Source: an optimization exercise on an open RTL-to-GDS flow (aim: small area, a short achievable clock period and few clock cycles per item). Production flows keep margins and buffers that such runs may drop. Only simulation tests tie the RTL to the original design; equivalence was not proved. No driver is modelled on the clock port, so clock power and skew are understated where the tree is cut down; a real chip needs a root buffer or a tree. No activity file was given, so power comes from the tool's default toggle rates.

==> flow/design.v <==
`timescale 1ns / 1ps
module Int2Ieee754
#
(
	parameter	inputDataLength	=	32
)
(
    input 	CLK,
    input 	RST,
    input	[inputDataLength-1:0] 		IntInput,
    input	inputCS,
	 output	reg 	[31:0] 		Data754,
    output 	reg					outputCS
    );
reg per_inputCS;
always @(posedge CLK or negedge RST) begin
	if (!RST)
		per_inputCS <= 1'b0;
	else
		per_inputCS <= inputCS;
end
wire start = inputCS & ~per_inputCS;
always @(*) outputCS = start;
wire [31:0] x = IntInput;
wire [7:0]  nzn;
genvar g;
generate for (g = 0; g < 8; g = g + 1) begin : nib
	assign nzn[g] = |x[4*g+3:4*g];
end endgenerate
wire [7:0] sel;
assign sel[7] = start & nzn[7];
generate for (g = 0; g < 7; g = g + 1) begin : one
	assign sel[g] = start & nzn[g] & ~|nzn[7:g+1];
end endgenerate
reg [31:0] c;
integer i;
always @(*) begin
	c = 32'd0;
	for (i = 0; i < 8; i = i + 1)
		c = c | ({32{sel[i]}} & (x << (28 - 4*i)));
end
wire [2:0] pi;
assign pi[2] = |nzn[7:4];
assign pi[1] = nzn[7] | nzn[6] | (~|nzn[5:4] & (nzn[3] | nzn[2]));
assign pi[0] = nzn[7] | (~nzn[6] & nzn[5]) | (~|nzn[6:4] & nzn[3]) | (~|nzn[6:2] & nzn[1]);
wire       hold = ~start;
reg [26:0] rc;    
reg [2:0]  rp;
always @(posedge CLK) begin
	rc <= c[31:5] | ({27{hold}} & rc);
	if (start)
		rp <= pi;
end
wire        t3 = rc[26], t2 = rc[25], t1 = rc[24], t0 = rc[23];
wire [2:0]  rpm1 = rp - 3'd1;
wire        rp0  = ~|rp;
wire        s3 = t3, s2 = ~t3 & t2, s1 = ~t3 & ~t2 & t1, s0 = ~t3 & ~t2 & ~t1;
wire [22:0] f = ({23{s3}} & rc[25:3]) | ({23{s2}} & rc[24:2]) |
                ({23{s1}} & rc[23:1]) | ({23{s0}} & rc[22:0]);
wire        u  = t3 | t2 | t1;
wire        z0 = s0 & t0;               
wire [7:0]  e  = {u | (z0 & ~rp0), {2{z0 & rp0}},
                  ({3{u}} & rp) | ({3{z0 & ~rp0}} & rpm1) | {3{z0 & rp0}},
                  s3 | z0, s2 | z0};
always @(*) Data754 = {1'b0, e, f};
endmodule
export LEC_CHECK = 0
export CAP_MARGIN = 20
export CORE_MARGIN = 2
export CORE_UTILIZATION = 30
export GPL_TIMING_DRIVEN = 1
export SETUP_SLACK_MARGIN = 1.6
export SLEW_MARGIN = 20
create_clock -name core_clock -period 4.0 [get_ports {CLK}]
standard.sh (not shown) runs the stock make flow with config.mk's settings and CLKGATE_MAP_FILE= SYNTH_SCRIPT=/design/flow/synth_recipe.tcl, a recipe that flattens the netlist after the stock synthesis.
==> flow/flow/run.sh <==
#!/bin/bash
# The standard layout (standard.sh), with three changes:
#  - the port buffers are small buf_1 cells;
#  - synthesis maps the logic with flow/abc.script (an area-oriented ABC script)
#    instead of ORFS's abc_speed.script. Everything else in synthesis is
#    synth_recipe.tcl unchanged, so the registers are the standard synthesis's;
#  - the clock is distributed by flow/clock.tcl (a few clock buffers, each
#    driving the flip-flops near it) instead of TritonCTS's H-tree.
# Tool output goes to standard.log here and to the ORFS logs under orfs/logs.
set -e
here=$(pwd)
export BUFFER_PORTS_ARGS="-buffer_cell sky130_fd_sc_hd__buf_1"
export PRE_CTS_TCL=$here/flow/clock.tcl
{
  echo "proc abc {args} { set i [lsearch -exact \$args -script]; if {\$i >= 0} { lset args [expr {\$i + 1}] $here/flow/abc.script }; yosys abc {*}\$args }"
  cat synth_recipe.tcl
} > my_synth.tcl
sed "s#SYNTH_SCRIPT=[^ ]*#SYNTH_SCRIPT=$here/my_synth.tcl#" standard.sh > my_standard.sh
bash my_standard.sh > standard.log 2>&1
Other scripts of this flow, unchanged in this note and not shown: flow/flow/abc.script, flow/flow/clock.tcl
Testbench counts at the start, summed over its fixed seeds: cycles 4,800, items 2,400.
Rerun with:
- SETUP_SLACK_MARGIN: 1.6 -> 1.55
What happened: Sequential share of layout area stays flat; cell count went up by 0.43%; first-iteration DRC count rose by 5.3%; global-route usage fell by 0.52 points; critical path depth does not change; routed wire length goes down by 2.8%; synthesized cell count is unchanged; die area does not change; cell area hardly moves.
Rerun with:
- GPL_TIMING_DRIVEN: 1 -> 0
- SETUP_SLACK_MARGIN: 1.55 -> 1.9
- TNS_END_PERCENT: default -> 0
Result: Design area rises by about 8%. Global-route usage rose by 4.0 points. Worst setup slack gets better by 89 ps. Sequential power went up by about 0.9%. Total power is higher by about 5.6%. Cell count goes up by 2.6%. Maximum frequency goes up by about 4%.
Rerun with:
--- a/flow/flow/run.sh
+++ b/flow/flow/run.sh
@@ -5 +5,2 @@
-#    instead of ORFS's abc_speed.script. Everything else in synthesis is
+#    instead of ORFS's abc_speed.script, and keeps ABC off the slow wide
+#    gates listed in flow/abc_dont_use.txt. Everything else in synthesis is
@@ -15 +16 @@
-  echo "proc abc {args} { set i [lsearch -exact \$args -script]; if {\$i >= 0} { lset args [expr {\$i + 1}] $here/flow/abc.script }; yosys abc {*}\$args }"
+  echo "proc abc {args} { set i [lsearch -exact \$args -script]; if {\$i >= 0} { lset args [expr {\$i + 1}] $here/flow/abc.script }; foreach c [list $(cat flow/abc_dont_use.txt)] { lappend args -dont_use \$c }; yosys abc {*}\$args }"
==> flow/flow/abc_dont_use.txt (new file) <==
sky130_fd_sc_hd__or4_* sky130_fd_sc_hd__nor4_* sky130_fd_sc_hd__or3_* sky130_fd_sc_hd__nor3_* sky130_fd_sc_hd__and4_* sky130_fd_sc_hd__nand4_*
- SETUP_SLACK_MARGIN: 1.9 -> 1.55
- TNS_END_PERCENT: 0 -> default
Outcome: Wire length is lower by 4.0%; worst hold slack is about the same; setup slack loses 150 ps; power falls by 1.7%; clock power stays flat; final area falls by 2.1%.
In every run of this note, the design's own scripts or RTL, not TritonCTS, make the clock network.

---

Setup of v33:
RTL: the design.v shown in full above, as it stands there.
==> flow/config.mk <==
export PLATFORM = sky130hd
export DESIGN_NAME = Int2Ieee754
export DESIGN_NICKNAME = Int2Ieee754
export VERILOG_FILES = /design/flow/design.v
export SDC_FILE = /design/flow/constraint.sdc
export NUM_CORES = 4
export LEC_CHECK = 0
export CAP_MARGIN = 20
export CORE_MARGIN = 2
export CORE_UTILIZATION = 30
export GPL_TIMING_DRIVEN = 0
export SETUP_SLACK_MARGIN = 1.75
export SLEW_MARGIN = 20
export TNS_END_PERCENT = 0
==> flow/constraint.sdc <==
create_clock -name core_clock -period 4.0 [get_ports {CLK}]
set_input_delay 0.8000 -clock core_clock [delete_from_list [all_inputs] [get_ports {CLK}]]
set_output_delay 0.8000 -clock core_clock [all_outputs]
set_load 0.01 [all_outputs]
==> flow/flow/run.sh <==
#!/bin/bash
# The standard layout (standard.sh), with three changes:
#  - the port buffers are small buf_1 cells;
#  - synthesis maps the logic with flow/abc.script (an area-oriented ABC script)
#    instead of ORFS's abc_speed.script. Everything else in synthesis is
#    synth_recipe.tcl unchanged, so the registers are the standard synthesis's;
#  - the clock is distributed by flow/clock.tcl (a few clock buffers, each
#    driving the flip-flops near it) instead of TritonCTS's H-tree.
# Tool output goes to standard.log here and to the ORFS logs under orfs/logs.
set -e
here=$(pwd)
export BUFFER_PORTS_ARGS="-buffer_cell sky130_fd_sc_hd__buf_1"
export PRE_CTS_TCL=$here/flow/clock.tcl
{
  echo "proc abc {args} { set i [lsearch -exact \$args -script]; if {\$i >= 0} { lset args [expr {\$i + 1}] $here/flow/abc.script }; yosys abc {*}\$args }"
  cat synth_recipe.tcl
} > my_synth.tcl
sed "s#SYNTH_SCRIPT=[^ ]*#SYNTH_SCRIPT=$here/my_synth.tcl#" standard.sh > my_standard.sh
bash my_standard.sh > standard.log 2>&1
Other scripts of this flow, unchanged in this note and not shown: flow/flow/abc.script, flow/flow/clock.tcl
Testbench counts of v33, summed over its fixed seeds: cycles 4,800, items 2,400.
For v15, these inputs were changed with respect to v33:
- SETUP_SLACK_MARGIN: 1.75 -> 1.6
- CORE_UTILIZATION: 30 -> 35
- TNS_END_PERCENT: 0 -> unset
- GPL_TIMING_DRIVEN: 0 -> 1
Notes after the runs:
The wire length of the first global-routing pass of v15 was superior to that of v33.
v33 vs v15, startpoint of the most critical setup path: IntInput[6] vs inputCS
Between v15 and v33, it is v15 whose proportion of power drawn by the clock network is higher, by 0.4 points.
First-iteration DRC count, v15 vs v33: down by more than 10%
#### Input delta (v3 over v15)
- swapping 35 for 25 in CORE_UTILIZATION
Notes after the runs:
As far as total overflow reported by the global router goes, v15 and v3 are indistinguishable; the numbers are identical. [v3] met2 capacity usage during global routing fell 7.4 points relative to v15. [compare] base=v15 new=v3: share of total power in sequential cells went down, headroom to the max-slew limit down 1.2 points. v15 reports its beginning of the critical path as inputCS while v3 reports IntInput[18]. Compared with v15, v3 has extra setup slack. Between v3 and v15, the global-route usage is lower for v3. v3 against v15: via count lost 15; share of the clock period used by the worst path lost 0.82 points; number of cells in the finished layout apart from fillers picked up an extra 34; reported clock group power neither gained nor lost much; number of optimization iterations in the first detailed-route pass picked up an extra 1.
### v3 -> v22
- a change of CORE_UTILIZATION from 25 to 30
- a change of SETUP_SLACK_MARGIN from 1.6 to 1.65
Findings:
- Any difference in power in the clock group between v3 and v22 is small enough to ignore.
- ~same final hold slack in v22 and v3
- | switching share of power | v22 vs v3 | 0.26 points higher |
- Share of the clock period used by the worst path: v22 vs v3 up 0.93 points
- Row worst setup slack after layout: v22 lower / v3 higher
- Initial antenna violation count delta (v22 -> v3): insignificant
- For cell area, v3 and v22 come out practically identical.
- | maximum resistive drop on vdd | v22 vs v3 | 10% higher |
- v22 vs v3 — core box area dropped about 17%.
- Measured against each other, v22 and v3 differ in global routing met2 resource utilization, the lower figure coming from v3.
### v22 -> v47
- changing SETUP_SLACK_MARGIN from 1.65 to 1.6
- setting TNS_END_PERCENT to 0 for the first time
Notes after the runs:
The lower total wire length after detailed routing of v47 and v22 is in v47. Sequential share of cell area: v47 and v22 compared, lower one is v22. Total via count in the routed design in v47 vs v22: down 110. In the tables for v47 and v22, cell area after layout reads lower with v47. Looking at power per unit of standard cell area across v47 and v22, the one that comes out higher is v47. Re worst hold slack: v22 was lower than v47. Compared to v22, v47 has period utilization 0.39 points higher. Setup slack in v47 is smaller than in v22.
In every run of this note, the design's own scripts or RTL, not TritonCTS, make the clock network.

static timing again, ports no longer ideal:
The results above use ideal ports. As a check the final layouts listed here were re-extracted and re-timed, cells and wires unchanged. Step 1, drivers: a clkbuf_16 drives CLK and a buf_2 each remaining input, both assumed. Step 2 also shifts input and output timing later by t, the mid clock arrival at the registers, as if the neighbouring blocks saw the same clock. Three values: ideal, step 1, step 2; two values: the first two.
| run | t (ns) | setup WS [ns] | worst setup path after step 2 |
|---|---|---|---|
| the first run of note 1 | 0.187 | 1.650 / 1.659 / 1.491 | input to register |
| the second run of note 1 | 0.185 | 1.618 / 1.647 / 1.462 | input to register |
| the third run of note 1 | 0.192 | 1.707 / 1.709 / 1.549 | input to register |
| the fourth run of note 1 | 0.185 | 1.561 / 1.587 / 1.402 | input to register |
| v33 | 0.189 | 1.684 / 1.682 / 1.521 | input to register |
| v15 | 0.186 | 1.650 / 1.632 / 1.502 | input to register |
| v3 | 0.185 | 1.683 / 1.684 / 1.519 | input to register |
| v22 | 0.192 | 1.645 / 1.660 / 1.485 | input to register |
| v47 | 0.184 | 1.630 / 1.612 / 1.480 | input to register |
After both steps every run listed still meets setup and hold. For v3, which loses most, drivers alone change the setup slack by +0.001 ns; drivers and shift together by -0.164 ns.
